Background: an optimization exercise with open tools, aiming at small area and a short achievable clock period. Do not read the settings as production practice.
In this exercise RTL edits were held to simulation tests only and were not proved equivalent to the original.
Power and IR drop assume default switching activity.

## north
==> flow/design.v (excerpt) <==
module riscv32_core (
    input  wire clk,
    input  wire reset,
    input  wire [31:0] instr_in,
    output wire [31:0] pc_dbg,
    output wire [31:0] instr_dbg,
    output wire [31:0] x1_dbg,
    output wire [31:0] x2_dbg,
    output wire [31:0] x3_dbg,
    output wire [31:0] x4_dbg
);
    reg [31:2] pc;
    always @(posedge clk or posedge reset) begin
        if (reset)
            pc <= 30'd0;
        else
            pc <= pc + 30'd1;
    end
    assign pc_dbg = {pc, 2'b00};
    wire [31:0] instr = instr_in;
    assign instr_dbg = instr;
    wire [6:0] opcode = instr[6:0];
    wire [4:0] rd     = instr[11:7];
    wire [4:0] rs1    = instr[19:15];
    wire [4:0] rs2    = instr[24:20];
    wire [6:0] funct7 = instr[31:25];
    wire is_opimm = (opcode == 7'b0010011);
    wire is_op    = (opcode == 7'b0110011);
    wire sub      = is_op & (funct7 == 7'b0100000);
    wire wen      = (is_opimm | is_op) & (rd != 5'd0);
    reg        p_v;         
    reg [4:0]  p_rd;
    reg [31:0] p_s0;        
    reg [7:0]  p_bg;        
    reg [7:0]  p_bp;        
    reg        p_inv;       
    function [7:0] blkcarry(input [7:0] g, input [7:0] p);
        reg [7:0] gg, pp, gn, pn;
        integer lvl, i, j;
  ...
Size in the first run: roughly 3700 cells after synthesis, about 1100 flip-flops.
clock: 12.0 ns
lec_check: 0
cap_margin: 20
core_margin: 2
core_utilization: 40
place_density: 0.55
slew_margin: 20
standard.sh (not shown) runs the stock make flow with config.mk's settings and CLKGATE_MAP_FILE= SYNTH_SCRIPT=/design/flow/synth_recipe.tcl, a recipe that flattens the netlist after the stock synthesis.
==> flow/flow/run.sh <==
#!/bin/bash
# Layout flow: the standard ORFS flow (standard.sh), unchanged, with three
# optimisation settings passed through the environment:
#  - port buffers use sky130_fd_sc_hd__buf_2 instead of the default delay
#    buffer (every input and output port still gets its own buffer);
#  - timing repair aims for extra setup slack, so that the design is sized
#    for a shorter achieved period (the SDC and clock period are unchanged);
#  - clock tree synthesis uses ORFS's default arguments but inserts no dummy
#    loads.
# make's full output goes to standard.log; ORFS's per-step logs stay under
# orfs/logs/.
set -euo pipefail
export BUFFER_PORTS_ARGS="-buffer_cell sky130_fd_sc_hd__buf_2"
export SETUP_SLACK_MARGIN=6.8
export CTS_ARGS="-sink_clustering_enable -repair_clock_nets -dont_use_dummy_load"
bash standard.sh > standard.log 2>&1
north: flow completed, timing, DRC and antenna clean
## Diff of input files: south against north
diff --git a/flow/flow/run.sh b/flow/flow/run.sh
--- a/flow/flow/run.sh
+++ b/flow/flow/run.sh
@@ -12,5 +12,5 @@
 set -euo pipefail
 export BUFFER_PORTS_ARGS="-buffer_cell sky130_fd_sc_hd__buf_2"
-export SETUP_SLACK_MARGIN=6.8
+export SETUP_SLACK_MARGIN=6.5
 export CTS_ARGS="-sink_clustering_enable -repair_clock_nets -dont_use_dummy_load"
 bash standard.sh > standard.log 2>&1
Against north, south comes in 0.25 ns higher on final critical path time including I/O delays and setup. Taking north as the reference, in south routability-driven placement congestion ratio decreased about 0.6%, clock-buffer cell count lower. Between north and south, power share of the sequential group increased. [compare] base=north new=south: number of cells on the critical path grew by 3, global-route usage shrank by 1.6 points.

Starting RTL as in the previous note.
==> flow/design.v (excerpt) <==
module riscv32_core (
    input  wire clk,
    input  wire reset,
    input  wire [31:0] instr_in,
    output wire [31:0] pc_dbg,
    output wire [31:0] instr_dbg,
    output wire [31:0] x1_dbg,
    output wire [31:0] x2_dbg,
    output wire [31:0] x3_dbg,
    output wire [31:0] x4_dbg
);
clock: 12.0 ns
lec_check: 0
cap_margin: 20
core_margin: 2
core_utilization: 40
place_density: 0.65
slew_margin: 20
==> flow/flow/run.sh <==
#!/bin/bash
# Layout flow: the standard ORFS flow (standard.sh), unchanged, with three
# optimisation settings passed through the environment:
#  - port buffers use sky130_fd_sc_hd__buf_2 instead of the default delay
#    buffer (every input and output port still gets its own buffer);
#  - timing repair aims for extra setup slack, so that the design is sized
#    for a shorter achieved period (the SDC and clock period are unchanged);
#  - clock tree synthesis uses ORFS's default arguments plus larger sink
#    clusters and no dummy loads, for fewer clock buffers (the clock still
#    reaches every register through the buffered tree).
# make's full output goes to standard.log; ORFS's per-step logs stay under
# orfs/logs/.
set -euo pipefail
export BUFFER_PORTS_ARGS="-buffer_cell sky130_fd_sc_hd__buf_2"
export SETUP_SLACK_MARGIN=6.8
export CTS_ARGS="-sink_clustering_enable -repair_clock_nets -dont_use_dummy_load -sink_clustering_size 24 -sink_clustering_max_diameter 80"
bash standard.sh > standard.log 2>&1
The first run completed with no timing, DRC or antenna violations.
Change:
--- a/flow/config.mk
+++ b/flow/config.mk
@@ -10,3 +10,3 @@
 export CORE_UTILIZATION = 40
-export PLACE_DENSITY = 0.65
+export PLACE_DENSITY = 0.55
 export SLEW_MARGIN = 20
After rerunning:
- The new run completed with no timing, DRC or antenna violations
- clock-buffer cell count climbs by 1
- clock skew falls by 0.037 ns
- non-clock buffer count falls by 18
- via count falls by 2.4%
- die area is unchanged
Change:
--- a/flow/flow/run.sh
+++ b/flow/flow/run.sh
@@ -14,3 +14,3 @@
 export BUFFER_PORTS_ARGS="-buffer_cell sky130_fd_sc_hd__buf_2"
-export SETUP_SLACK_MARGIN=6.8
+export SETUP_SLACK_MARGIN=7.0
 export CTS_ARGS="-sink_clustering_enable -repair_clock_nets -dont_use_dummy_load -sink_clustering_size 24 -sink_clustering_max_diameter 80"
Effect:
- The changed run passed the timing, design-rule and antenna checks
- synthesized area is unchanged
- wire length grows by a few percent
- cell count came out higher slightly
- final area climbs by a few percent
- utilization rises by 2.1 points

afterwards: timing with drivers on the ports:
No port has a modelled driver above. Below, the same layouts with a new extraction and two added sets of constraints. Step 1: set_driving_cell puts a clkbuf_16 on clk and a buf_2 on each other input, an assumption about the parent block. Step 2 times the ports against the registers' clock, not the clock port: input delays grow and output delays shrink by t, the midpoint of the rising clock arrivals with the driver on. a / b / c = no drivers / after step 1 / after step 2; a / b = the first two.
| run | shift t [ns] | setup WS [ns] | worst setup path after step 2 | slew at the worst register clock pin (ns) |
|---|---|---|---|---|
| north | 0.774 | 6.759 / 6.720 / 6.034 | input to register | 0.07 / 0.07 |
| south | 0.778 | 6.508 / 6.462 / 5.785 | input to register | 0.07 / 0.07 |
| the first run of note 2 | 0.745 | 6.679 / 6.630 / 5.984 | input to register | 0.10 / 0.10 |
| the second run of note 2 | 0.788 | 6.764 / 6.711 / 6.024 | input to register | 0.11 / 0.11 |
| the third run of note 2 | 0.762 | 6.882 / 6.760 / 5.998 | input to register | 0.11 / 0.11 |
After both steps setup and hold are still met in every run listed. For the third run of note 2, which loses most, drivers alone change the setup slack by -0.122 ns; drivers and shift together by -0.884 ns.
